Source: an optimization exercise on an open RTL-to-GDS flow (aim: small area). Production flows keep margins and buffers that such runs may drop. The RTL was checked by simulation tests, not by an equivalence proof against the original design. No activity file was given, so power comes from the tool's default toggle rates.

### flow/run.sh
#!/bin/bash
# synth_recipe.tcl (not shown) runs the flow's synth.tcl, then flattens the netlist and writes it again
# the make line also repeats each setting of config.mk as NAME=value (left out here)
make -C /OpenROAD-flow-scripts/flow DESIGN_CONFIG=/design/flow/config.mk WORK_HOME=/design/flow/orfs CLKGATE_MAP_FILE= SYNTH_SCRIPT=/design/flow/synth_recipe.tcl finish
### flow/config.mk
export PLATFORM = sky130hd
export DESIGN_NAME = Hough
export DESIGN_NICKNAME = Hough
export VERILOG_FILES = /design/flow/design.v
export SDC_FILE = /design/flow/constraint.sdc
export NUM_CORES = 8
export LEC_CHECK = 0
export CAP_MARGIN = 20
export CORE_MARGIN = 2
export CORE_UTILIZATION = 30
export CTS_BUF_LIST = sky130_fd_sc_hd__clkbuf_16
export CTS_CLUSTER_DIAMETER = 80
export CTS_CLUSTER_SIZE = 25
export GPL_TIMING_DRIVEN = 0
export SLEW_MARGIN = 20
export SYNTH_HIERARCHICAL = 1
### flow/constraint.sdc
create_clock -name core_clock -period 10.0 [get_ports {Clk}]
set_input_delay 2.0000 -clock core_clock [delete_from_list [all_inputs] [get_ports {Clk}]]
set_output_delay 2.0000 -clock core_clock [all_outputs]
set_load 0.01 [all_outputs]
### flow/design.v
module Hough(
	input wire			nReset,
	input wire			Clk,
	input wire 	[7:0]	PixelIn,
	input wire			FrameIn,
	input wire			LineIn,
	output reg	[7:0]	PixelOut,
	output reg			FrameOut,
	output reg			LineOut
);
	localparam N = 105;
	reg [6*N-1:0] line;
	always @(posedge Clk)
		line <= {line[6*N-7:0], PixelIn[7:2]};
	reg [5:0] Wm1;
	reg [7:0] ri;
	reg [7:0] Hm1;
	always @(posedge Clk or negedge nReset) begin
		if (!nReset)
			ri <= 8'd254;
		else if (FrameIn)
			ri <= 8'd0;
		else if (LineIn)
			ri <= ri + 8'd1;
	end
	always @(posedge Clk)
		if (FrameIn) Hm1 <= ri;
	wire [4:0] a = Wm1[5:1];
	wire       b = Wm1[0];
	wire [24:1] sel;
	wire [5:0]  M1, M2;
	genvar g, k;
	generate
		for (g = 1; g <= 24; g = g + 1) begin : dec
			assign sel[g] = (a == g);
		end
		for (k = 0; k < 6; k = k + 1) begin : tap
			wire [24:1] d1, d2;
			for (g = 1; g <= 24; g = g + 1) begin : pos
				assign d1[g] = line[6*(100-2*g) + k];
				assign d2[g] = line[6*(98-4*g) + k];
			end
			Select24 s1 (.d(d1), .s(sel), .y(M1[k]));
			Select24 s2 (.d(d2), .s(sel), .y(M2[k]));
		end
	endgenerate
	reg  [5:0] Q1, P1, P2, Q2a, Q2b, S1, S2;
	wire [5:0] X1 = b ? M1 : Q1;	 
	wire [5:0] X2 = b ? M2 : Q2b;	 
	always @(posedge Clk) begin
		Q1  <= M1;
		P1  <= X1;
		P2  <= P1;	 
		Q2a <= M2;
		Q2b <= Q2a;
		S1  <= X2;	 
		S2  <= S1;	 
	end
	wire [5:0] p0 = line[6*104 +: 6];	 
	wire [5:0] p1 = line[6*103 +: 6];	 
	wire [5:0] p2 = line[6*102 +: 6];	 
	wire [7:0] sum;
	EdgeSum es (.p0(p0), .p1(p1), .p2(p2), .X1(X1), .P2(P2), .X2(X2), .S1(S1), .S2(S2), .sum(sum));
	reg       run;
	reg [5:0] co;
	reg [7:0] ro;
	reg       q;
	wire start = !run && (ro == 8'd104);
	wire rowend = !run || (co == Wm1);
	wire [7:0] rolast = run ? Hm1 : 8'd104;
	always @(posedge Clk or negedge nReset) begin
		if (!nReset) begin
			run <= 1'b0;
			ro  <= 8'd0;
		end else begin
			if (start) run <= 1'b1;
			if (rowend) ro <= (ro == rolast) ? 8'd0 : ro + 8'd1;
		end
	end
	always @(posedge Clk) begin
		if (run ? (co == Wm1) : (LineIn || start))
			co <= 6'd0;
		else
			co <= co + 6'd1;
		if (!run && LineIn)
			Wm1 <= co;
	end
	wire mask = ({1'b0, co} + 7'd1 >= {1'b0, Wm1}) | ({1'b0, ro} + 9'd1 >= {1'b0, Hm1});
	always @(posedge Clk) begin
		q        <= (ro == {2'b0, co} + 8'd1);
		FrameOut <= (co == 6'd0) && (ro == 8'd0);
		LineOut  <= (co == 6'd0);
		PixelOut <= q ? 8'hFF : (mask ? 8'h00 : sum);
	end
endmodule
module Select24(
	input wire [24:1] d,
	input wire [24:1] s,
	output wire y
);
	assign y = |(d & s);
endmodule
module EdgeSum(
	input wire [5:0] p0, p1, p2,	 
	input wire [5:0] X1, P2,	 
	input wire [5:0] X2, S1, S2,	 
	output wire [7:0] sum
);
	wire s0, c1, s2, c3, s4, c5, s6, c7, s8, c9, s10, c11, x12, x13, x14, x15, x16, k17, s18, c19, s20, c21, s22, c23, s24, c25, s26, c27, s28, c29, x30, x31, x32, x33, x34, x35, s36, c37, s38, c39, s40, c41, s42, c43, s44, c45, s46, c47, x48, x49, x50, x51, x52, k53, s54, c55, s56, c57, s58, c59, s60, c61, s62, c63, s64, c65, x66, x67, x68, x69, x70, k71, s72, c73, s74, c75, s76, c77, s78, c79, s80, c81, s82, c83, x84, x85, x86, x87, x88, x89, s90, c91, s92, c93, s94, c95, s96, c97, s98, c99, s100, c101, x102, x103, x104, x105, x106, k107, s108, c109, s110, c111, s112, c113, s114, c115, s116, c117, s118, c119, s120, c121, s122, c123, s124, c125, s126, c127, s128, c129, s130, c131, s132, c133, s134, c135, s136, c137, s138, c139, s140, c141, s142, c143, s144, c145, s146, c147, s148, c149, s150, c151, s152, c153, s154, c155, s156, c157, s158, c159, s160, c161, s162, c163, s164, c165, s166, c167, s168, c169, s170, c171, s172, c173, s174, c175, s176, c177, s178, c179, s180, c181, s182, c183, s184, c185, x186;
	HA ha1 (.a(p0[0]), .b(~p2[0]), .s(s0), .co(c1));
	FA fa1 (.a(p0[1]), .b(~p2[1]), .c(c1), .s(s2), .co(c3));
	FA fa2 (.a(p0[2]), .b(~p2[2]), .c(c3), .s(s4), .co(c5));
	FA fa3 (.a(p0[3]), .b(~p2[3]), .c(c5), .s(s6), .co(c7));
	FA fa4 (.a(p0[4]), .b(~p2[4]), .c(c7), .s(s8), .co(c9));
	FA fa5 (.a(p0[5]), .b(~p2[5]), .c(c9), .s(s10), .co(c11));
	assign x12 = ~(s2 ^ c11);
	assign x13 = ~(s4 ^ c11);
	assign x14 = ~(s6 ^ c11);
	assign x15 = ~(s8 ^ c11);
	assign x16 = ~(s10 ^ c11);
	assign k17 = c11 & s0;
	HA ha2 (.a(P2[0]), .b(~X1[0]), .s(s18), .co(c19));
	FA fa6 (.a(P2[1]), .b(~X1[1]), .c(c19), .s(s20), .co(c21));
	FA fa7 (.a(P2[2]), .b(~X1[2]), .c(c21), .s(s22), .co(c23));
	FA fa8 (.a(P2[3]), .b(~X1[3]), .c(c23), .s(s24), .co(c25));
	FA fa9 (.a(P2[4]), .b(~X1[4]), .c(c25), .s(s26), .co(c27));
	FA fa10 (.a(P2[5]), .b(~X1[5]), .c(c27), .s(s28), .co(c29));
	assign x30 = ~(s18 ^ c29);
	assign x31 = ~(s20 ^ c29);
	assign x32 = ~(s22 ^ c29);
	assign x33 = ~(s24 ^ c29);
	assign x34 = ~(s26 ^ c29);
	assign x35 = ~(s28 ^ c29);
	HA ha3 (.a(S2[0]), .b(~X2[0]), .s(s36), .co(c37));
	FA fa11 (.a(S2[1]), .b(~X2[1]), .c(c37), .s(s38), .co(c39));
	FA fa12 (.a(S2[2]), .b(~X2[2]), .c(c39), .s(s40), .co(c41));
	FA fa13 (.a(S2[3]), .b(~X2[3]), .c(c41), .s(s42), .co(c43));
	FA fa14 (.a(S2[4]), .b(~X2[4]), .c(c43), .s(s44), .co(c45));
	FA fa15 (.a(S2[5]), .b(~X2[5]), .c(c45), .s(s46), .co(c47));
	assign x48 = ~(s38 ^ c47);
	assign x49 = ~(s40 ^ c47);
	assign x50 = ~(s42 ^ c47);
	assign x51 = ~(s44 ^ c47);
	assign x52 = ~(s46 ^ c47);
	assign k53 = c47 & s36;
	HA ha4 (.a(p0[0]), .b(~S2[0]), .s(s54), .co(c55));
	FA fa16 (.a(p0[1]), .b(~S2[1]), .c(c55), .s(s56), .co(c57));
	FA fa17 (.a(p0[2]), .b(~S2[2]), .c(c57), .s(s58), .co(c59));
	FA fa18 (.a(p0[3]), .b(~S2[3]), .c(c59), .s(s60), .co(c61));
	FA fa19 (.a(p0[4]), .b(~S2[4]), .c(c61), .s(s62), .co(c63));
	FA fa20 (.a(p0[5]), .b(~S2[5]), .c(c63), .s(s64), .co(c65));
	assign x66 = ~(s56 ^ c65);
	assign x67 = ~(s58 ^ c65);
	assign x68 = ~(s60 ^ c65);
	assign x69 = ~(s62 ^ c65);
	assign x70 = ~(s64 ^ c65);
	assign k71 = c65 & s54;
	HA ha5 (.a(p1[0]), .b(~S1[0]), .s(s72), .co(c73));
	FA fa21 (.a(p1[1]), .b(~S1[1]), .c(c73), .s(s74), .co(c75));
	FA fa22 (.a(p1[2]), .b(~S1[2]), .c(c75), .s(s76), .co(c77));
	FA fa23 (.a(p1[3]), .b(~S1[3]), .c(c77), .s(s78), .co(c79));
	FA fa24 (.a(p1[4]), .b(~S1[4]), .c(c79), .s(s80), .co(c81));
	FA fa25 (.a(p1[5]), .b(~S1[5]), .c(c81), .s(s82), .co(c83));
	assign x84 = ~(s72 ^ c83);
	assign x85 = ~(s74 ^ c83);
	assign x86 = ~(s76 ^ c83);
	assign x87 = ~(s78 ^ c83);
	assign x88 = ~(s80 ^ c83);
	assign x89 = ~(s82 ^ c83);
	HA ha6 (.a(p2[0]), .b(~X2[0]), .s(s90), .co(c91));
	FA fa26 (.a(p2[1]), .b(~X2[1]), .c(c91), .s(s92), .co(c93));
	FA fa27 (.a(p2[2]), .b(~X2[2]), .c(c93), .s(s94), .co(c95));
	FA fa28 (.a(p2[3]), .b(~X2[3]), .c(c95), .s(s96), .co(c97));
	FA fa29 (.a(p2[4]), .b(~X2[4]), .c(c97), .s(s98), .co(c99));
	FA fa30 (.a(p2[5]), .b(~X2[5]), .c(c99), .s(s100), .co(c101));
	assign x102 = ~(s92 ^ c101);
	assign x103 = ~(s94 ^ c101);
	assign x104 = ~(s96 ^ c101);
	assign x105 = ~(s98 ^ c101);
	assign x106 = ~(s100 ^ c101);
	assign k107 = c101 & s90;
	FA fa31 (.a(x12), .b(k17), .c(x30), .s(s108), .co(c109));
	HA ha7 (.a(c29), .b(x48), .s(s110), .co(c111));
	FA fa32 (.a(k53), .b(x66), .c(k71), .s(s112), .co(c113));
	HA ha8 (.a(x84), .b(c83), .s(s114), .co(c115));
	FA fa33 (.a(x13), .b(x31), .c(x49), .s(s116), .co(c117));
	FA fa34 (.a(x67), .b(x85), .c(x103), .s(s118), .co(c119));
	FA fa35 (.a(x14), .b(x32), .c(x50), .s(s120), .co(c121));
	HA ha9 (.a(x15), .b(x33), .s(s122), .co(c123));
	HA ha10 (.a(x16), .b(x34), .s(s124), .co(c125));
	FA fa36 (.a(x102), .b(k107), .c(s108), .s(s126), .co(c127));
	FA fa37 (.a(c109), .b(c111), .c(c113), .s(s128), .co(c129));
	HA ha11 (.a(c115), .b(s116), .s(s130), .co(c131));
	FA fa38 (.a(x68), .b(x86), .c(x104), .s(s132), .co(c133));
	FA fa39 (.a(c117), .b(c119), .c(s120), .s(s134), .co(c135));
	FA fa40 (.a(x51), .b(x69), .c(x87), .s(s136), .co(c137));
	FA fa41 (.a(x105), .b(c121), .c(s122), .s(s138), .co(c139));
	FA fa42 (.a(x52), .b(x70), .c(x88), .s(s140), .co(c141));
	FA fa43 (.a(x106), .b(c123), .c(s124), .s(s142), .co(c143));
	HA ha12 (.a(x35), .b(x89), .s(s144), .co(c145));
	HA ha13 (.a(s110), .b(s112), .s(s146), .co(c147));
	FA fa44 (.a(s118), .b(c127), .c(s128), .s(s148), .co(c149));
	FA fa45 (.a(c129), .b(c131), .c(s132), .s(s150), .co(c151));
	FA fa46 (.a(c133), .b(c135), .c(s136), .s(s152), .co(c153));
	FA fa47 (.a(c137), .b(c139), .c(s140), .s(s154), .co(c155));
	FA fa48 (.a(c125), .b(c141), .c(c143), .s(s156), .co(c157));
	HA ha14 (.a(s114), .b(s126), .s(s158), .co(c159));
	FA fa49 (.a(s130), .b(c147), .c(s148), .s(s160), .co(c161));
	FA fa50 (.a(s134), .b(c149), .c(s150), .s(s162), .co(c163));
	FA fa51 (.a(s138), .b(c151), .c(s152), .s(s164), .co(c165));
	FA fa52 (.a(s142), .b(c153), .c(s154), .s(s166), .co(c167));
	FA fa53 (.a(s144), .b(c155), .c(s156), .s(s168), .co(c169));
	HA ha15 (.a(c145), .b(c157), .s(s170), .co(c171));
	HA ha16 (.a(s146), .b(s158), .s(s172), .co(c173));
	FA fa54 (.a(c159), .b(s160), .c(c173), .s(s174), .co(c175));
	FA fa55 (.a(c161), .b(s162), .c(c175), .s(s176), .co(c177));
	FA fa56 (.a(c163), .b(s164), .c(c177), .s(s178), .co(c179));
	FA fa57 (.a(c165), .b(s166), .c(c179), .s(s180), .co(c181));
	FA fa58 (.a(c167), .b(s168), .c(c181), .s(s182), .co(c183));
	FA fa59 (.a(c169), .b(s170), .c(c183), .s(s184), .co(c185));
	assign x186 = c171 ^ c185;
	assign sum = {x186, s184, s182, s180, s178, s176, s174, s172};
endmodule
module FA(input wire a, input wire b, input wire c, output wire s, output wire co);
	assign s = a ^ b ^ c;
	assign co = (a & b) | (a & c) | (b & c);
endmodule
module HA(input wire a, input wire b, output wire s, output wire co);
	assign s = a ^ b;
	assign co = a & b;
endmodule
==> run_results.csv, run 1 <==
group,metric,value,unit
finish,area_growth,15.5,%
synth,postSynthAreaPerCell,14.8,µm²
synth,synth_warnings,7,
detailed_routing,routed_wl,38400,µm
pwr,power_density,220,nW/µm²
pwr,leakagePower,9.01,nW
clock_network,clockBufferDepth,3,
detailed_routing,drc,0,
placed_design,portBuffers,18,
clock_network,insertion_delay,0.59,ns
status,status,"timing/DRC/antenna clean",
timing,finalSetupViolations,0,
synth,yosysSeqAreaShare,0.744,
timing,hold_viol,0,
placed_design,gp_congestion,0.814,
critical_path,arrival,10.14,ns
synth,netlist_area,19700,µm²
finish,stdcell_area,22700,µm²
floorplan,dieArea,67700,µm²
critical_path,critPathMaxStageDelay,0.54,ns
timing,finalMaxSlewViolations,0,
hold_path,hold_path_end,"line[11]",
synth,synthTopCellsByArea,"dfxtp_1 (70%), fa_1 (6.0%), a22oi_1 (5.1%)",
synth,async_flop_share,0.0236,
timing,worstMarginPinSlew,0.800,ns
floorplan,die_w,260,µm
clock_network,cts_tree,"built",
critical_path,r2r_setup_slack,0.32,ns
finish,drive_gt1_frac,0.125,
global_routing,grt_pass1_wl,59000,µm
clock_network,path_clk_slew,0.09,ns
critical_path,regToRegStartpoint,"Wm1[2]",
synth,ys_ff_latch,720,
global_routing,grt_pass1_vias,10300,
hold_path,hold_start,"line[5]",
detailed_routing,initialDrtViolationCount,619,
hold_path,holdCritPathClass,"register to register",
floorplan,ios,22,
timing,finalWorstSetupSlack,0.324,ns
critical_path,required,10.47,ns
synth,synth_cell_type_count,51,
finish,nNetsFinal,1539,
timing,period_needed,9.68,ns
critical_path,worstSetupPathType,"register to register",
clock_network,clock_sinks,720,
synth,synth_flop_cell,"dfxtp_1",
clock_network,numCtsBuffers,37,
timing,holdWs,0.322,ns
floorplan,coreArea,64700,µm²
finish,fin_cells,2300,
detailed_routing,viasPerCell,4.37,
critical_path,r2r_end,"PixelOut[7]",
clock_network,clk_root_buffer_cell,"clkbuf_16",
global_routing,grt_util_all_layers,0.113,
synth,synth_edf_count,14,
detailed_routing,dr.pass1.iters,5,
hold_path,whs_path_depth,0,
synth,syn-num-nets,1434,
critical_path,rr_worst_depth,30,
timing,min_period_over_period,0.968,
synth,synth_top_area_frac,0.700,
critical_path,crit_fanout,7,
finish,n_antenna_cell,0,
floorplan,die_y,260,µm
placed_design,dp.cells,2221,
timing,maxSlewHeadroom,0.465,
detailed_routing,wire_per_inst,16.7,µm
synth,syn_inst,1328,
critical_path,endpoint_kind,"register",
global_routing,grt_max_degree,27,
synth,synth_area_leader_cell,"dfxtp_1",
detailed_routing,ant_nets,0,
clock_network,htreeDepth,2,
timing,clock_skew,0.0226,ns
placed_design,placed_area,21200,µm²
critical_path,crit_path_frequent_cell,"fa_1",
critical_path,start_kind,"register",
placed_design,preCtsSetupSlack,0.125,ns
placed_design,dpl.hpwl,26500,µm
floorplan,start_util,0.304,
timing,fmax,0.103,GHz
global_routing,grt_overflow,0,
global_routing,antenna_found_initial,0,
floorplan,std_cell_rows,93,
pwr,ir_worst_vdd,106,µV
critical_path,cp_slowest_cell,"fa_1",
job,cap_violations,0,
detailed_routing,vias,10000,
power breakdown:
part | switching [mW] | internal [mW] | total, mW
Combinational | 0.171 | 0.214 | 0.384
Sequential | 0.0353 | 2.97 | 3.00
Clock | 0.901 | 0.713 | 1.61
Total | 1.11 | 3.89 | 5.00
modules after synthesis (local to each module, per instance):
module,cells inside,flops+latches,area [µm²],times used
HA,1,0,12.5,16
Select24,16,0,120,12
FA,1,0,20.0,59
Hough,980,720,16300,1
EdgeSum,81,0,554,1
area by class of cell:
class / count / area [µm²]
Fill cell: 6244 / 41900
Buffer: 28 / 209
Multi-Input combinational cell: 527 / 4840
Sequential cell: 720 / 14600
Tap cell: 855 / 1070
Inverter: 53 / 199
Clock inverter: 13 / 139
Clock buffer: 38 / 951
Timing Repair Buffer: 66 / 694
per-stage QoR:
| stage | utilization | total power [mW] | TNS [ns] |
|---|---|---|---|
| final | 0.352 | 5.00 | 0 |
| after global routing | 0.352 | 5.22 | -0.00826 |
| after CTS | 0.345 | 5.06 | 0 |
| after detailed placement | 0.328 | 3.45 | 0 |
| after global placement | 0.324 | 3.44 | -5.18 |
| after floorplan | - | 3.34 | 0 |
layer usage:
layer	global-route usage	wire, µm	up-vias
met3	0.0264	2200	79
li1	-	-	4732
met4	0.0375	1130	0
met5	0	0	-
met1	0.148	17300	4938
met2	0.184	17800	296
placed cells by master (no fill, tap or decap), types with 6 or more instances in the layout:
cell type and n:
dfxtp_1 689, a22oi_1 133, fa_1 59, inv_1 53
xnor2_1 43, nand4_1 39, clkbuf_16 38, ha_1 35
buf_4 31, nor2_4 22, xor2_1 21, buf_6 20
nand2_1 20, nor2_1 18, clkdlybuf4s50_1 18, edfxtp_1 14
or3_1 14, nand3_1 13, a21o_1 13, mux2_2 12
o21ai_0 12, a22oi_2 12, a21oi_1 10, dfrtp_1 10
dfstp_2 7, clkbuf_1 6, buf_8 6, buf_12 6
sequential cells by signal, indices dropped and copies added, names as in the netlist, 6 cells and up:
register and flops:
S2 6, Hm1 8, P1 6, line 630, Q2a 6, S1 6
P2 6, PixelOut 8, ri 8, Wm1 6, ro 8, Q1 6
co 6, Q2b 6
kinds of logic (layout without fill, tap and decap cells):
kind of cell             after synthesis  after routing  share of synthesized area
AO/OA/AOI/OAI                        193            193                     0.0741
XOR/XNOR                              64             64                     0.0285
adder cells (fa/ha/maj)               94             94                     0.0822
buffers and inverters                 81            198                     0.0207
flip-flops                           720            720                      0.744
multiplexers                          13             13                    0.00737
AND/OR/NAND/NOR                      163            163                     0.0433
synth_stat cells (3+ instances only):
library cell / instances
dfxtp_1: 689
a22oi_1: 133
fa_1: 59
inv_1: 53
xnor2_1: 43
nor2_1: 41
nand4_1: 39
ha_1: 35
nand2_1: 21
xor2_1: 21
nand3_1: 18
edfxtp_1: 14
or3_1: 14
a21o_1: 13
a22oi_2: 12
mux2_2: 12
o21ai_0: 12
a21oi_1: 10
dfrtp_1: 10
buf_4: 9
buf_6: 9
dfstp_2: 7
clkbuf_1: 6
and2_1: 5
and3_1: 4
nor3_1: 4
nor4_1: 4
nor2b_1: 3
worst max path at each step:
stage	endpoint	cells after the start	from	slack [ns]
4_1_cts	PixelOut[7]	29	Wm1[5]	0.08
6_report	PixelOut[7]	30	Wm1[2]	0.32
2_1_floorplan	PixelOut[7]	29	Wm1[3]	0.86
3_5_place_dp	PixelOut[7]	29	Wm1[5]	0.12
3_3_place_gp	PixelOut[7]	29	Wm1[3]	-1.59
5_1_grt	PixelOut[7]	30	Wm1[2]	-0.008
timing repair:
action | 4_1_cts | 5_1_grt
hold buffers | 0 | 0
setup buffers | 0 | 28
gates resized for setup | 0 | 30
endpoints found under the setup margin | 0 | 2
critical path: cells and delay by family, from the launching register on:
kind / cells / cell delay, ns
xor+xnor: 2 / 0.48
simple gates: 4 / 1.00
flops: 1 / 0.47
buf+inv: 5 / 0.72
compound gates: 2 / 0.24
fa+ha+maj: 16 / 6.47
mux: 1 / 0.17
==> inputs of run 2 (changes only) <==
--- a/flow/config.mk
+++ b/flow/config.mk
@@ -8,9 +8,8 @@
 export CAP_MARGIN = 20
 export CORE_MARGIN = 2
-export CORE_UTILIZATION = 30
+export CORE_UTILIZATION = 50
 export CTS_BUF_LIST = sky130_fd_sc_hd__clkbuf_16
-export CTS_CLUSTER_DIAMETER = 80
-export CTS_CLUSTER_SIZE = 25
-export GPL_TIMING_DRIVEN = 0
+export CTS_CLUSTER_DIAMETER = 100
+export CTS_CLUSTER_SIZE = 30
 export SLEW_MARGIN = 20
 export SYNTH_HIERARCHICAL = 1
==> run 2 against run 1 <==
  * Still clean
  * Fmax increased by 4.3%
  * Critical path depth decreased by 2
  * Synthesized cell count unchanged
  * Sequential power about the same
  * Clock power decreased by 17%
  * First-iteration DRC count increased by 22%
  * Via count decreased by 4.7%
  * Core utilization increased by 20 points
  * Non-clock buffer count decreased by 43
  * Total power decreased by 7.2%
  * Synthesized area unchanged
  * Critical path type unchanged
  * Critical endpoint unchanged
==> run_results.csv, run 2 <==
group,metric,value,unit
finish,largest_reg_flops,630,
floorplan,die_w,202,µm
pwr,ir_worst_vdd,165,µV
clock_network,cts_hold_repair.buffers,0,
detailed_routing,vias,9576,
detailed_routing,dr.pass1.iters,6,
clock_network,clockBufferDepth,3,
hold_path,hold_start,"line[415]",
critical_path,r2r_end,"PixelOut[7]",
clock_network,clock_sinks,720,
synth,synth_common_cells,"dfxtp_1 (689), a22oi_1 (133), fa_1 (59)",
timing,period_needed,9.28,ns
timing,finalSetupViolations,0,
global_routing,grt_pass1_vias,9602,
critical_path,regToRegStartpoint,"Wm1[4]",
synth,syn-num-nets,1434,
critical_path,crit_path_frequent_cell,"fa_1",
synth,synth_top_area_frac,0.700,
global_routing,grt_overflow,0,
timing,hold_viol,0,
finish,layout_common_cells,"dfxtp_1 (689), a22oi_1 (133), fa_1 (59), inv_1 (55), xnor2_1 (43)",
timing,rsz0062_at_grt,"no",
global_routing,grt_pass1_wl,55100,µm
critical_path,crit_fanout,10,
critical_path,rr_worst_depth,28,
detailed_routing,initialDrtViolationCount,758,
detailed_routing,routed_wl,35900,µm
critical_path,required,10.51,ns
clock_network,post-cts-setup-buffer-count,0,
synth,synthTopCellsByArea,"dfxtp_1 (70%), fa_1 (6.0%), a22oi_1 (5.1%)",
critical_path,cp_slowest_cell,"fa_1",
finish,filler_cell_count,3250,
finish,final_common_cell,"dfxtp_1",
global_routing,grt_util_all_layers,0.175,
synth,synth_warnings,7,
global_routing,grt_max_degree,32,
finish,multi_input_area,4640,µm²
global_routing,antenna_found_initial,0,
floorplan,ios,22,
critical_path,worstSetupPathType,"register to register",
floorplan,die_y,202,µm
critical_path,arrival,9.79,ns
pwr,leakagePower,8.62,nW
status,status,"timing/DRC/antenna clean",
critical_path,start_kind,"register",
critical_path,r2r_setup_slack,0.72,ns
synth,ys_ff_latch,720,
timing,finalMaxSlewViolations,0,
timing,fmax,0.108,GHz
detailed_routing,wire_per_inst,18.8,µm
clock_network,numCtsBuffers,28,
critical_path,endpoint_kind,"register",
floorplan,start_util,0.508,
timing,min_period_over_period,0.928,
synth,yosysSeqAreaShare,0.744,
hold_path,whs_path_depth,0,
clock_network,ctsResizeCount,0,
pwr,power_density,218,nW/µm²
hold_path,hold_path_end,"line[421]",
detailed_routing,ant_nets,0,
finish,area_growth,8.36,%
clock_network,path_clk_slew,0.12,ns
job,cap_violations,0,
floorplan,dieArea,41000,µm²
placed_design,dp.cells,1869,
synth,yosysMostFrequentCell,"dfxtp_1",
synth,netlist_area,19700,µm²
synth,synth_cell_type_count,51,
synth,synth_area_leader_cell,"dfxtp_1",
detailed_routing,drc,0,
placed_design,portBuffers,19,
finish,nNetsFinal,1487,
synth,synth_edf_count,14,
clock_network,htreeDepth,1,
clock_network,clk_root_buffer_cell,"clkbuf_16",
finish,fin_cells,1903,
synth,postSynthAreaPerCell,14.8,µm²
timing,clock_skew,0.0381,ns
finish,regMostFlops,"line",
timing,fin_tns_setup,0,ns
hold_path,holdCritPathClass,"register to register",
floorplan,coreArea,38700,µm²
placed_design,dpl.hpwl,24100,µm
floorplan,std_cell_rows,72,
clock_network,cts_tree,"built",
clock_network,insertion_delay,0.60,ns
placed_design,gp_congestion,0.824,
finish,n_antenna_cell,0,
finish,drive_gt1_frac,0.0700,
synth,async_flop_share,0.0236,
synth,synth_flop_cell,"dfxtp_1",
detailed_routing,viasPerCell,5.03,
finish,regArea,14600,µm²
critical_path,critPathMaxStageDelay,0.54,ns
timing,maxSlewHeadroom,0.456,
synth,syn_inst,1328,
timing,worstMarginPinSlew,0.814,ns
==> run 2: metal layers <==
layer	share of wire	routed length, µm	up-vias	track usage
met5	0	0	-	0
met4	0.026	939	0	0.0487
met3	0.064	2310	60	0.0270
met2	0.44	15800	296	0.278
met1	0.47	16900	4616	0.252
li1	-	-	4604	-
==> run 2: power by group <==
group	switching [mW]	internal [mW]
Clock	0.808	0.531
Sequential	0.0344	2.97
Combinational	0.151	0.150
Total	0.993	3.65
==> run 2: worst max-delay path by stage <==
stage                     startpoint           to  slack (ns)
after floorplan               Wm1[3]  PixelOut[7]        0.86
after global placement        Wm1[5]  PixelOut[7]        0.79
after detailed placement      Wm1[5]  PixelOut[7]        0.74
after CTS                     Wm1[5]  PixelOut[7]        0.70
after global routing          Wm1[4]  PixelOut[7]        0.34
final                         Wm1[4]  PixelOut[7]        0.72
==> run 2: layout make-up <==
cell class,instances,area share
clock buffer,29,0.0340
tap,518,0.0304
inverter,53,0.00932
multi-input combinational,527,0.218
sequential,720,0.686
clock inverter,5,0.00205
timing repair buffer,51,0.0202
==> run 2: per-stage QoR <==
| stage | worst slack (ns) | area [µm²] | power (mW) | hold WS [ns] | utilization |
|---|---|---|---|---|---|
| global placement | 0.787 | 20600 | 3.37 | 0.310 | 0.531 |
| global route | 0.340 | 21300 | 4.84 | 0.322 | 0.551 |
| finish | 0.718 | 21300 | 4.64 | 0.319 | 0.551 |
| detailed placement | 0.740 | 20600 | 3.38 | 0.312 | 0.531 |
| floorplan | 0.859 | 19700 | 3.34 | 0.310 | - |
| CTS | 0.702 | 21300 | 4.69 | 0.305 | 0.551 |
==> run 2: critical path: cells and delay by family, from the launching register on <==
family / cells / cell delay, ns
buffers and inverters: 3 / 0.62
AND/OR/NAND/NOR: 5 / 0.92
flip-flops: 1 / 0.47
XOR/XNOR: 1 / 0.17
AO/OA/AOI/OAI: 2 / 0.27
adder cells (fa/ha/maj): 16 / 6.51
multiplexers: 1 / 0.19
==> run 2: cells by family (layout without fill, tap and decap cells) <==
logic type,Yosys count,after routing,share of synthesized area
buffers and inverters,81,138,0.0207
flip-flops,720,720,0.744
adder cells (fa/ha/maj),94,94,0.0822
XOR/XNOR,64,64,0.0285
AO/OA/AOI/OAI,193,193,0.0741
AND/OR/NAND/NOR,163,163,0.0433
multiplexers,13,13,0.00737
==> run 2: Yosys stat by module, one instance, submodules excluded <==
module    area (µm²)  cells  flip-flops and latches  times used
Hough          16300    980                     720           1
EdgeSum          554     81                       0           1
FA              20.0      1                       0          59
Select24         120     16                       0          12
HA              12.5      1                       0          16
==> inputs of run 3 (changes only) <==
--- a/flow/config.mk
+++ b/flow/config.mk
@@ -8,5 +8,5 @@
 export CAP_MARGIN = 20
 export CORE_MARGIN = 2
-export CORE_UTILIZATION = 50
+export CORE_UTILIZATION = 65
 export CTS_BUF_LIST = sky130_fd_sc_hd__clkbuf_16
 export CTS_CLUSTER_DIAMETER = 100
==> run 3 against run 2 <==
  * Core utilization grew 16 points
  * Synthesized cell count stayed put
  * Largest power group unchanged
  * Highest routed layer unchanged
  * Via count increased by 0.84%
  * Worst setup slack got worse by 0.023 ns
  * Worst hold slack got worse by 0.0048 ns
==> run_results.csv, run 3 <==
group,metric,value,unit
finish,final_common_cell,"dfxtp_1",
synth,async_flop_share,0.0236,
synth,synth_top_area_frac,0.700,
finish,regMostFlops,"line",
clock_network,path_clk_slew,0.11,ns
hold_path,hold_path_end,"line[128]",
timing,fmax,0.107,GHz
synth,syn-num-nets,1434,
placed_design,placed_area,20400,µm²
synth,ys_ff_latch,720,
synth,synth_cell_type_count,51,
synth,yosysMostFrequentCell,"dfxtp_1",
finish,layout_common_cells,"dfxtp_1 (689), a22oi_1 (133), fa_1 (59), inv_1 (56), xnor2_1 (43)",
timing,rsz0062_at_grt,"no",
critical_path,start_kind,"register",
floorplan,die_y,178,µm
detailed_routing,drc,0,
pwr,power_density,219,nW/µm²
synth,syn_inst,1328,
timing,hold_viol,0,
critical_path,rr_worst_depth,27,
critical_path,r2r_setup_slack,0.69,ns
clock_network,insertion_delay,0.59,ns
floorplan,die_w,178,µm
pwr,leakagePower,8.62,nW
detailed_routing,viasPerCell,5.44,
placed_design,preCtsSetupSlack,0.705,ns
floorplan,ios,22,
floorplan,coreArea,29700,µm²
synth,synth_top_family_by_area,"adder cells",
clock_network,clockBufferDepth,3,
synth,synth_edf_count,14,
finish,n_antenna_cell,0,
synth,netlist_area,19700,µm²
clock_network,post-cts-setup-buffer-count,0,
critical_path,startpoint,"Wm1[5]",
synth,postSynthAreaPerCell,14.8,µm²
placed_design,portBuffers,19,
hold_path,whs_path_depth,0,
synth,synth_common_cells,"dfxtp_1 (689), a22oi_1 (133), fa_1 (59)",
timing,finalMaxSlewViolations,0,
clock_network,cts_tree,"built",
detailed_routing,initialDrtViolationCount,710,
timing,finalWorstSetupSlack,0.695,ns
job,cap_violations,0,
hold_path,holdCritPathClass,"register to register",
clock_network,clk_root_buffer_cell,"clkbuf_16",
global_routing,grt_overflow,0,
placed_design,gp_congestion,0.822,
global_routing,grt_pass1_wl,55600,µm
critical_path,arrival,9.80,ns
synth,synthXorXnorAreaFrac,0.0285,
finish,nNetsFinal,1486,
clock_network,ctsResizeCount,0,
synth,synth_warnings,7,
detailed_routing,dr.pass1.iters,6,
timing,finalSetupViolations,0,
timing,maxSlewHeadroom,0.460,
hold_path,hold_start,"line[122]",
critical_path,regToRegStartpoint,"Wm1[5]",
detailed_routing,ant_nets,0,
clock_network,htreeDepth,1,
synth,synth_flop_cell,"dfxtp_1",
floorplan,std_cell_rows,63,
floorplan,dieArea,31700,µm²
synth,synthAdderAreaFrac,0.0822,
clock_network,numCtsBuffers,28,
synth,synthTopCellsByArea,"dfxtp_1 (70%), fa_1 (6.0%), a22oi_1 (5.1%)",
detailed_routing,vias,9656,
global_routing,grt_util_all_layers,0.234,
timing,period_needed,9.31,ns
critical_path,crit_fanout,9,
timing,clock_skew,0.0267,ns
timing,holdWs,0.314,ns
finish,area_growth,7.51,%
placed_design,dpl.hpwl,24000,µm
synth,synth_area_leader_cell,"dfxtp_1",
timing,fin_tns_setup,0,ns
synth,synthSimpleGateAreaFrac,0.0433,
clock_network,clock_sinks,720,
pwr,ir_worst_vdd,177,µV
synth,synthMuxAreaShare,0.00737,
timing,min_period_over_period,0.931,
synth,synth_compound_area_frac,0.0741,
critical_path,endpoint_kind,"register",
finish,largest_reg_flops,630,
critical_path,r2r_end,"PixelOut[7]",
critical_path,worstSetupPathType,"register to register",
detailed_routing,routed_wl,35800,µm
detailed_routing,wire_per_inst,20.2,µm
global_routing,antenna_found_initial,0,
floorplan,start_util,0.663,
timing,worstMarginPinSlew,0.808,ns
clock_network,cts_hold_repair.buffers,0,
critical_path,required,10.50,ns
finish,drive_gt1_frac,0.0686,
status,status,"timing/DRC/antenna clean",
global_routing,grt_pass1_vias,9868,
finish,stdcell_area,21200,µm²
global_routing,grt_max_degree,32,
synth,yosysSeqAreaShare,0.744,
finish,filler_cell_count,1989,
-- run 3: cell types whose count changed in the layout (fill, tap and decap cells not counted) --
cell,before,now
buf_4,32,31
inv_1,55,56
clkinv_2,1,0
inv_8,1,0
inv_16,1,0
clkinv_16,0,1
inv_2,0,1
-- run 3: critical path, stage by stage (launching register included) --
cell      delay (ns)
edfxtp_1        0.46
inv_1           0.22
nand3_1         0.21
nor2_1          0.22
buf_4           0.30
a22oi_1         0.15
nand4_1         0.14
or3_1           0.19
mux2_2          0.25
inv_1           0.11
fa_1            0.42
fa_1            0.40
fa_1            0.42
fa_1            0.40
fa_1            0.55
and2_1          0.23
fa_1            0.45
fa_1            0.51
fa_1            0.43
fa_1            0.47
fa_1            0.42
fa_1            0.39
fa_1            0.39
fa_1            0.39
fa_1            0.39
fa_1            0.38
xor2_1          0.18
a21o_1          0.15
-- run 3: metal layers --
layer  part of all wire  global-route usage  routed length, µm  up-vias
met3              0.061              0.0377               2170       65
met1               0.44               0.319              15700     4733
met4              0.026              0.0615                933        0
met2               0.47               0.392              17000      267
li1                   -                   -                  -     4591
met5                  0                   0                  0        -
-- run 3: report_power, final --
part / internal, mW / total (mW) / switching, mW
combinational: 0.151 / 0.302 / 0.151
clock: 0.528 / 1.33 / 0.801
sequential: 2.97 / 3.01 / 0.0375
total: 3.65 / 4.64 / 0.989
-- run 3: modules after synthesis (local to each module, per instance) --
module | area [µm²] | copies in the design | flip-flops and latches | cells inside
Hough | 16300 | 1 | 720 | 980
EdgeSum | 554 | 1 | 0 | 81
Select24 | 120 | 12 | 0 | 16
FA | 20.0 | 59 | 0 | 1
HA | 12.5 | 16 | 0 | 1
-- run 3: worst max path at each step --
| stage | end | cells past startpoint |
|---|---|---|
| after floorplan | PixelOut[7] | 29 |
| after global placement | PixelOut[7] | 28 |
| after detailed placement | PixelOut[7] | 27 |
| after CTS | PixelOut[7] | 27 |
| after global routing | PixelOut[7] | 28 |
| final | PixelOut[7] | 27 |
-- run 3: cell families (layout without fill, tap and decap cells) --
family / count (synthesis) / count (layout)
flip-flops: 720 / 720
AO/OA/AOI/OAI: 193 / 193
AND/OR/NAND/NOR: 163 / 163
adder cells (fa/ha/maj): 94 / 94
buffers and inverters: 81 / 137
XOR/XNOR: 64 / 64
multiplexers: 13 / 13
-- run 3: area by class of cell --
cell class	count	area, µm²	area share
clock buffer	29	726	0.0343
clock inverter	5	45.0	0.00213
inverter	53	199	0.00940
multi-input combinational	527	4640	0.219
sequential	720	14600	0.692
tap	390	488	0.0230
timing repair buffer	50	423	0.0200
-- run 3: through the flow --
step                      total power [mW]  instances   util
final                                 4.64       1774  0.712
after detailed placement              3.38       1740  0.686
after CTS                             4.67       1774  0.712
after global routing                  4.82       1774  0.712
after floorplan                       3.34       1328      -
after global placement                3.37       1740  0.686
==> inputs of run 4 (changes only) <==
--- a/flow/config.mk
+++ b/flow/config.mk
@@ -8,5 +8,5 @@
 export CAP_MARGIN = 20
 export CORE_MARGIN = 2
-export CORE_UTILIZATION = 65
+export CORE_UTILIZATION = 30
 export CTS_BUF_LIST = sky130_fd_sc_hd__clkbuf_16
 export CTS_CLUSTER_DIAMETER = 100
==> run 4 against run 3 <==
  * Core utilization decreased by 38 points
  * Sequential power about the same
  * Non-clock buffer count is the same
  * Sequential cell count is the same
  * Critical endpoint unchanged
  * Largest cell class unchanged
  * Fmax is 1.1% lower
==> run_results.csv, run 4 <==
group,metric,value,unit
synth,synth_common_cells,"dfxtp_1 (689), a22oi_1 (133), fa_1 (59)",
timing,finalSetupViolations,0,
critical_path,endpoint_kind,"register",
finish,filler_cell_count,6294,
placed_design,portBuffers,19,
floorplan,die_y,260,µm
detailed_routing,viasPerCell,4.31,
timing,holdWs,0.319,ns
synth,netlist_area,19700,µm²
clock_network,clockBufferDepth,3,
critical_path,crit_fanout,8,
timing,clock_skew,0.0257,ns
floorplan,dieArea,67700,µm²
floorplan,start_util,0.304,
floorplan,std_cell_rows,93,
critical_path,worstSetupPathType,"register to register",
global_routing,grt_max_degree,32,
synth,async_flop_share,0.0236,
finish,largest_reg_flops,630,
finish,layout_common_cells,"dfxtp_1 (689), a22oi_1 (133), fa_1 (59), inv_1 (55), xnor2_1 (43)",
synth,synth_top_area_frac,0.700,
synth,ys_ff_latch,720,
synth,yosysMostFrequentCell,"dfxtp_1",
detailed_routing,ant_nets,0,
critical_path,arrival,9.91,ns
synth,syn-num-nets,1434,
clock_network,numCtsBuffers,28,
global_routing,grt_pass1_vias,9678,
timing,maxSlewHeadroom,0.450,
pwr,finalPower,4.67,mW
critical_path,critPathMaxStageDelay,0.61,ns
global_routing,grt_pass1_wl,55600,µm
synth,synth_edf_count,14,
clock_network,post-cts-setup-buffer-count,0,
timing,finalMaxSlewViolations,0,
critical_path,cp_num_buf_inv,3,
global_routing,grt_overflow,0,
timing,worstMarginPinSlew,0.823,ns
synth,synth_area_leader_cell,"dfxtp_1",
detailed_routing,wire_per_inst,16.1,µm
finish,area_growth,10.6,%
hold_path,holdCritPathClass,"register to register",
timing,min_period_over_period,0.941,
pwr,power_density,215,nW/µm²
placed_design,preCtsSetupSlack,0.661,ns
timing,finalWorstSetupSlack,0.588,ns
clock_network,clk_root_buffer_cell,"clkbuf_16",
synth,synth_flop_cell,"dfxtp_1",
global_routing,antenna_found_initial,0,
clock_network,clock_sinks,720,
finish,final_common_cell,"dfxtp_1",
clock_network,path_clk_slew,0.12,ns
finish,drive_gt1_frac,0.0700,
finish,regMostFlops,"line",
detailed_routing,initialDrtViolationCount,862,
synth,syn_inst,1328,
synth,synth_cell_type_count,51,
pwr,leakagePower,8.62,nW
floorplan,die_w,260,µm
critical_path,crit_path_frequent_cell,"fa_1",
detailed_routing,vias,9663,
detailed_routing,wl_met2,16100,µm
clock_network,htreeDepth,1,
synth,synthTopCellsByArea,"dfxtp_1 (70%), fa_1 (6.0%), a22oi_1 (5.1%)",
detailed_routing,top_layer,"met4",
critical_path,cp_top_family,"adder cells",
synth,postSynthAreaPerCell,14.8,µm²
pwr,ir_worst_vdd,128,µV
critical_path,required,10.50,ns
timing,fmax,0.106,GHz
timing,period_needed,9.41,ns
critical_path,cp_slowest_cell,"nor2_1",
clock_network,ctsResizeCount,0,
detailed_routing,drc,0,
floorplan,ios,22,
synth,yosysSeqAreaShare,0.744,
floorplan,coreArea,64700,µm²
global_routing,grt_util_all_layers,0.106,
synth,synth_warnings,7,
placed_design,gp_congestion,0.831,
clock_network,cts_hold_repair.buffers,0,
critical_path,start_kind,"register",
timing,fin_tns_setup,0,ns
clock_network,cts_tree,"built",
status,status,"timing/DRC/antenna clean",
detailed_routing,met3_length,1710,µm
finish,nNetsFinal,1486,
detailed_routing,m1WireLength,17300,µm
timing,hold_viol,0,
clock_network,insertion_delay,0.61,ns
detailed_routing,routed_wl,36100,µm
detailed_routing,dr.pass1.iters,5,
placed_design,dpl.hpwl,25100,µm
timing,rsz0062_at_grt,"no",
job,cap_violations,0,
-- run 4: stage by stage --
stage          instance area, µm²  utilization  instances
5_1_grt                     21800        0.337       2240
2_1_floorplan               19700            -       1328
3_3_place_gp                21000        0.324       2205
6_report                    21800        0.337       2241
3_5_place_dp                21000        0.324       2205
4_1_cts                     21800        0.337       2240
-- run 4: area by class of cell --
cell class,instances,area (µm²),area share
flip-flops and latches,720,14600,0.673
repair buffers,50,423,0.0194
well taps,855,1070,0.0491
clock inverters,5,38.8,0.00178
multi-input cells,527,4640,0.213
clock buffers,30,751,0.0345
inverters,53,199,0.00914
diodes,1,2.50,0.000115
-- run 4: final timing paths --
path                            startpoint  slack, ns  cells past startpoint           to
worst max register to register      Wm1[5]       0.59                     27  PixelOut[7]
worst min-delay path             line[558]       0.32                      0    line[564]
worst min register to register   line[558]       0.32                      0    line[564]
max in group asynchronous           nReset       7.63                      1        ro[5]
min in group asynchronous           nReset       1.86                      1        ri[0]
worst max-delay path                Wm1[5]       0.59                     27  PixelOut[7]
-- run 4: metal layers --
layer | track usage | vias to the layer above
met5 | 0 | -
met4 | 0.0321 | 0
met3 | 0.0142 | 59
met2 | 0.167 | 264
met1 | 0.150 | 4731
li1 | - | 4609
-- run 4: worst register-to-register path, cell delays in order (launching register included) --
cell	delay (ns)
edfxtp_1	0.47
inv_1	0.25
nand3_1	0.18
nor2_1	0.61
buf_4	0.32
a22oi_1	0.11
nand4_1	0.10
or3_1	0.16
mux2_2	0.17
inv_1	0.05
fa_1	0.40
fa_1	0.39
fa_1	0.39
fa_1	0.39
fa_1	0.44
xnor2_1	0.34
fa_1	0.49
fa_1	0.40
fa_1	0.53
fa_1	0.44
fa_1	0.41
fa_1	0.39
fa_1	0.39
fa_1	0.39
fa_1	0.39
fa_1	0.39
xor2_1	0.17
a21o_1	0.15
-- run 4: power breakdown --
part	switching, mW	internal (mW)
logic	0.152	0.151
clock network	0.818	0.546
registers	0.0367	2.97
-- run 4: cell families (layout without fill, tap and decap cells) --
logic type / count (synthesis) / count (layout) / share of synthesized area
and+or+nand+nor: 163 / 163 / 0.0433
adders and majority gates: 94 / 94 / 0.0822
other: 0 / 1 / 0
xor gates and xnor gates: 64 / 64 / 0.0285
DFF: 720 / 720 / 0.744
AOI/OAI and AO/OA: 193 / 193 / 0.0741
buffers and inverters: 81 / 138 / 0.0207
muxes: 13 / 13 / 0.00737
-- run 4: Yosys stat by module, one instance, submodules excluded --
module	flip-flops and latches	area, µm²	cells	times used
FA	0	20.0	1	59
EdgeSum	0	554	81	1
Hough	720	16300	980	1
HA	0	12.5	1	16
Select24	0	120	16	12

separate check: timing with driven ports:
No port has a modelled driver above. Below, the same layouts with a new extraction and two added sets of constraints.
Step 1 assumes that a clkbuf_16 drives the clock port and a buf_2 every other input.
Step 2 also shifts input and output timing later by t, the mid clock arrival at the registers, as if the neighbouring blocks saw the same clock.
a / b / c = no drivers / after step 1 / after step 2; a / b = the first two.
run | shift t [ns] | slack for setup (ns) | worst hold slack (ns) | worst data-port slew with drivers (ns) | cell pins on the clock port's net
run 1 | 0.630 | 0.324 / 0.324 / 0.324 | 0.322 / 0.322 / 0.322 | 0.04 | 1
run 2 | 0.633 | 0.718 / 0.718 / 0.718 | 0.319 / 0.319 / 0.319 | 0.04 | 1
run 3 | 0.627 | 0.695 / 0.695 / 0.695 | 0.314 / 0.314 / 0.314 | 0.03 | 1
run 4 | 0.649 | 0.588 / 0.588 / 0.588 | 0.319 / 0.319 / 0.319 | 0.04 | 1
After both steps setup and hold are still met in every run listed.
